What follows belongs to an exercise in optimizing a design on an open flow for small area and a short achievable clock period; a production flow would make more cautious choices. In this exercise RTL edits were held to simulation tests only and were not proved equivalent to the original. Power figures rest on the tool's default switching activity, not on a simulated workload.

## risc6_core
module risc6_core (
    input clk,
    input rst,
    input [31:0] instr,
    output reg [31:0] pc,
    output reg [31:0] R0, R1, R2, R3,
    output [31:0] R4, R5, R6, R7,
    output reg halt
);
Size: about 1,500 cells after synthesis, about 320 I/O pins, roughly 13,000 µm² of cells after synthesis.
==> flow/config.mk <==
export PLATFORM = sky130hd
export DESIGN_NAME = risc6_core
export DESIGN_NICKNAME = risc6_core
export VERILOG_FILES = /design/flow/design.v
export SDC_FILE = /design/flow/constraint.sdc
export NUM_CORES = 4
export LEC_CHECK = 0
export ABC_AREA = 0
export CAP_MARGIN = 20
export CORE_MARGIN = 2
export CORE_UTILIZATION = 55
export SETUP_SLACK_MARGIN = 3.1
export SLEW_MARGIN = 20
export SYNTH_HIERARCHICAL = 1
==> flow/constraint.sdc <==
create_clock -name core_clock -period 6.0 [get_ports {clk}]
set_input_delay 1.2000 -clock core_clock [delete_from_list [all_inputs] [get_ports {clk}]]
set_output_delay 1.2000 -clock core_clock [all_outputs]
set_load 0.01 [all_outputs]
standard.sh (not shown) runs the stock make flow with config.mk's settings and CLKGATE_MAP_FILE= SYNTH_SCRIPT=/design/flow/synth_recipe.tcl, a recipe that flattens the netlist after the stock synthesis.
==> flow/flow/run.sh <==
#!/bin/bash
# Standard layout, with plain buffers (not delay cells) on the ports, and
# a clock tree with larger sink clusters and no dummy loads.
set -e
export BUFFER_PORTS_ARGS="-buffer_cell sky130_fd_sc_hd__buf_1"
export CTS_ARGS="-sink_clustering_enable -repair_clock_nets -dont_use_dummy_load -sink_clustering_size 30 -sink_clustering_max_diameter 120"
bash standard.sh > standard.log 2>&1
Rerun with:
SETUP_SLACK_MARGIN = 3.25   (was 3.1)
Outcome: The changed run went through all stages and came out clean; final cell count hardly moves; worst setup slack gains 0.12 ns; total power went up by about 2.6%; synthesized cell count is unchanged; routed wire length shrinks by about 2.4%; final area climbs by 3.2%; die area stays the same; combinational power is higher by about 6%; clock skew falls by 0.0063 ns.
Rerun with:
SETUP_SLACK_MARGIN = 3.2   (was 3.25)
TNS_END_PERCENT = 0   (was not set)
Effect: Area after synthesis does not change. Die area does not change. Global-route usage went up by 0.88 points. Register-to-register slack degrades by 0.13 ns. Sequential cell count does not change. Worst hold slack hardly moves. Clock power rose by about 2%. Total power falls by 1.1%.
Rerun with:
TNS_END_PERCENT = not set   (was 0)
The changed run completed with no timing, DRC or antenna violations.
Final cell count is about the same.
Power barely changes.
Setup slack gains 0.11 ns.
Core utilization grows by 0.57 points.
Synthesized area stays the same.
Cell area came out higher by 0.88%.
Fmax increases by about 4%.
Rerun with:
CORE_UTILIZATION = 65   (was 55)
PLACE_DENSITY = 0.72   (was not set)
=> The changed run passed the timing, design-rule and antenna checks. Clock skew rose by 0.0042 ns. Register-to-register slack loses 0.12 ns. Power rose by 2.0%. Synthesized cell count is unchanged. Worst setup slack got worse by 0.12 ns. Final area rises by 1.4%. Worst hold slack degrades by 0.0044 ns. Sequential share of layout area decreases by 0.44 points. Clock power falls by about 0.8%. Via count goes up by 6.0%.
Rerun with:
==> flow/flow/run.sh (replaced) <==
#!/bin/bash
# Standard layout, with plain buffers (not delay cells) on the ports, and
# a clock tree with larger sink clusters and no dummy loads.
set -e
export BUFFER_PORTS_ARGS="-buffer_cell sky130_fd_sc_hd__buf_1"
export CTS_ARGS="-sink_clustering_enable -repair_clock_nets -dont_use_dummy_load -sink_clustering_size 24 -sink_clustering_max_diameter 100"
bash standard.sh > standard.log 2>&1
CORE_UTILIZATION = 55   (was 65)
PLACE_DENSITY = not set   (was 0.72)
Core utilization came out lower by 14 points.
Flip-flop and latch count does not change.
Clock skew falls by 0.0042 ns.
Non-clock buffer count drops by 8.
Area after synthesis is unchanged.
Final area drops slightly.
Routed wire length falls by a few percent.
Critical path depth is lower by 3.
Power came out lower slightly.
Global-route usage decreases by 5.6 points.

Starting RTL as in the previous note.
clock: 6.0 ns
lec_check: 0
abc_area: 0
cap_margin: 20
core_margin: 2
core_utilization: 55
setup_slack_margin: 3.2
slew_margin: 20
synth_hierarchical: 1
==> flow/flow/run.sh <==
#!/bin/bash
# Standard layout, with plain buffers (not delay cells) on the ports, and
# a clock tree with larger sink clusters and no dummy loads.
set -e
export BUFFER_PORTS_ARGS="-buffer_cell sky130_fd_sc_hd__buf_1"
export CTS_ARGS="-sink_clustering_enable -repair_clock_nets -dont_use_dummy_load -sink_clustering_size 36 -sink_clustering_max_diameter 150"
bash standard.sh > standard.log 2>&1
Then changed:
==> flow/flow/run.sh (replaced) <==
#!/bin/bash
# Standard layout, with plain buffers (not delay cells) on the ports, and
# a clock tree with larger sink clusters and no dummy loads.
set -e
export BUFFER_PORTS_ARGS="-buffer_cell sky130_fd_sc_hd__buf_1"
export CTS_ARGS="-sink_clustering_enable -repair_clock_nets -dont_use_dummy_load -sink_clustering_size 30 -sink_clustering_max_diameter 120"
bash standard.sh > standard.log 2>&1
Settings changed: SETUP_SLACK_MARGIN 3.2 to 3.35.
Effect: Global-route usage went down by 0.14 points; core utilization went up by 2.2 points; design area went up by 3.4%; flip-flop and latch count does not change; worst hold slack degrades by 9.4 ps; die area stays the same; first-iteration DRC count went up by 20%; sequential power is about the same; final cell count went up by about 0.4%; fmax barely changes; worst setup slack is about the same.

risc6_core, a different RTL version from the one above (not shown whole).
For scale: ~1500 cells after synthesis.
clock: 6.0 ns
lec_check: 0
abc_area: 0
cap_margin: 20
core_margin: 2
core_utilization: 55
setup_slack_margin: 3.2
slew_margin: 20
synth_hierarchical: 1
==> flow/flow/run.sh <==
#!/bin/bash
# Standard layout, with plain buffers (not delay cells) on the ports and
# no dummy loads in the clock tree.
set -e
export BUFFER_PORTS_ARGS="-buffer_cell sky130_fd_sc_hd__buf_1"
export CTS_ARGS="-sink_clustering_enable -repair_clock_nets -dont_use_dummy_load"
bash standard.sh > standard.log 2>&1
Next try:
==> flow/flow/run.sh (replaced) <==
#!/bin/bash
# Standard layout, with plain buffers (not delay cells) on the ports.
set -e
cp standard.sh standard_sh_copy.log
export BUFFER_PORTS_ARGS="-buffer_cell sky130_fd_sc_hd__buf_1"
bash standard.sh > standard.log 2>&1
--- a/flow/config.mk
+++ b/flow/config.mk
@@ -11,2 +11,3 @@
 export CORE_UTILIZATION = 55
+export CTS_BUF_LIST = sky130_fd_sc_hd__clkbuf_8
 export SETUP_SLACK_MARGIN = 3.2
Result: The changed run finished with timing, DRC and antenna clean. Setup slack gets worse by 56 ps. Non-clock buffer count went up by 6. Total power went up by 3.0%. Sequential cell count does not change. Wire length went up by 2.2%. Die area stays the same. Maximum frequency went down by 2.0%. Clock skew went down by 15 ps. Hold slack gets better by 3.6 ps. Final area went up by 2.7%.
Next try:
==> flow/flow/run.sh (replaced) <==
#!/bin/bash
# Standard layout, with plain buffers (not delay cells) on the ports, and
# a clock tree with larger sink clusters and no dummy loads.
set -e
export BUFFER_PORTS_ARGS="-buffer_cell sky130_fd_sc_hd__buf_1"
export CTS_ARGS="-sink_clustering_enable -repair_clock_nets -dont_use_dummy_load -sink_clustering_size 30 -sink_clustering_max_diameter 120"
bash standard.sh > standard.log 2>&1
--- a/flow/config.mk
+++ b/flow/config.mk
@@ -11,3 +11,2 @@
 export CORE_UTILIZATION = 55
-export CTS_BUF_LIST = sky130_fd_sc_hd__clkbuf_8
 export SETUP_SLACK_MARGIN = 3.2
The changed run completed with no timing, DRC or antenna violations.
Final area shrinks by 5.5%.
Flip-flop and latch count stays the same.
Worst hold slack improves by 11 ps.
Setup slack loses 11 ps.
Via count is lower by 2.8%.
Cell count went down by 3.0%.
Sequential share of layout area is higher by 1.9 points.
Utilization went down by 3.6 points.
Maximum frequency falls by 0.38%.
Global-route usage goes down by 0.57 points.
Next try:
==> flow/flow/run.sh (replaced) <==
#!/bin/bash
# Standard layout, with plain buffers (not delay cells) on the ports.
set -e
cp standard.sh standard_sh_copy.log
export BUFFER_PORTS_ARGS="-buffer_cell sky130_fd_sc_hd__buf_1"
bash standard.sh > standard.log 2>&1
--- a/flow/config.mk
+++ b/flow/config.mk
@@ -11,3 +11,3 @@
 export CORE_UTILIZATION = 55
-export SETUP_SLACK_MARGIN = 3.2
+export SETUP_SLACK_MARGIN = 3.5
 export SLEW_MARGIN = 20
What happened: The changed run completed with no timing, DRC or antenna violations. Sequential power hardly moves. Utilization rose by 10 points. Total power rose by 27%. Synthesized area is unchanged. Via count rose by 5.6%. Hold slack loses 16 ps. Setup slack improved by 75 ps. Clock-buffer cell count went up by 21. Routed wire length grows by 9.2%. Cell count rose by 3.8%. First-iteration DRC count climbs by 16%.

[what the ideal ports hide]
How much do the figures lean on ideal ports? The routed layouts below were timed once more, with nothing changed but the port constraints. Step 1 (the two cells are an assumption about what drives the block):
set clk [get_ports {clk}]
set_driving_cell -lib_cell sky130_fd_sc_hd__clkbuf_16 $clk
set_driving_cell -lib_cell sky130_fd_sc_hd__buf_2 [delete_from_list [all_inputs] $clk]
Step 2 moves the port delays by t, midway between the first and last clock arrival at a register: inputs arrive t later, outputs are due t later. That takes back most of the time a late clock gives input paths. a / b / c = ideal ports / drivers / drivers and shift; a / b = the first two.
run	shift t [ns]	setup WS [ns]	worst register clock-pin slew, ns
the first run of note 1	0.475	3.219 / 3.219 / 3.219	0.09 / 0.09
the second run of note 1	0.476	3.342 / 3.342 / 3.223	0.08 / 0.08
the third run of note 1	0.471	3.208 / 3.208 / 3.208	0.09 / 0.09
the fourth run of note 1	0.475	3.319 / 3.319 / 3.230	0.08 / 0.08
the fifth run of note 1	0.480	3.203 / 3.203 / 3.197	0.08 / 0.08
the sixth run of note 1	0.475	3.319 / 3.319 / 3.230	0.08 / 0.08
the first run of note 2	0.475	3.319 / 3.319 / 3.230	0.08 / 0.08
the second run of note 2	0.478	3.317 / 3.317 / 3.284	0.08 / 0.08
the first run of note 3	0.558	3.262 / 3.262 / 3.247	0.06 / 0.06
the second run of note 3	0.572	3.207 / 3.207 / 3.207	0.07 / 0.07
the third run of note 3	0.517	3.196 / 3.196 / 3.196	0.11 / 0.11
the fourth run of note 3	0.584	3.271 / 3.271 / 3.271	0.07 / 0.07
After both steps setup and hold are still met in every run listed. The setup slack of the second run of note 1, which loses most, moves by 0.000 ns with the drivers and by -0.119 ns with both steps.
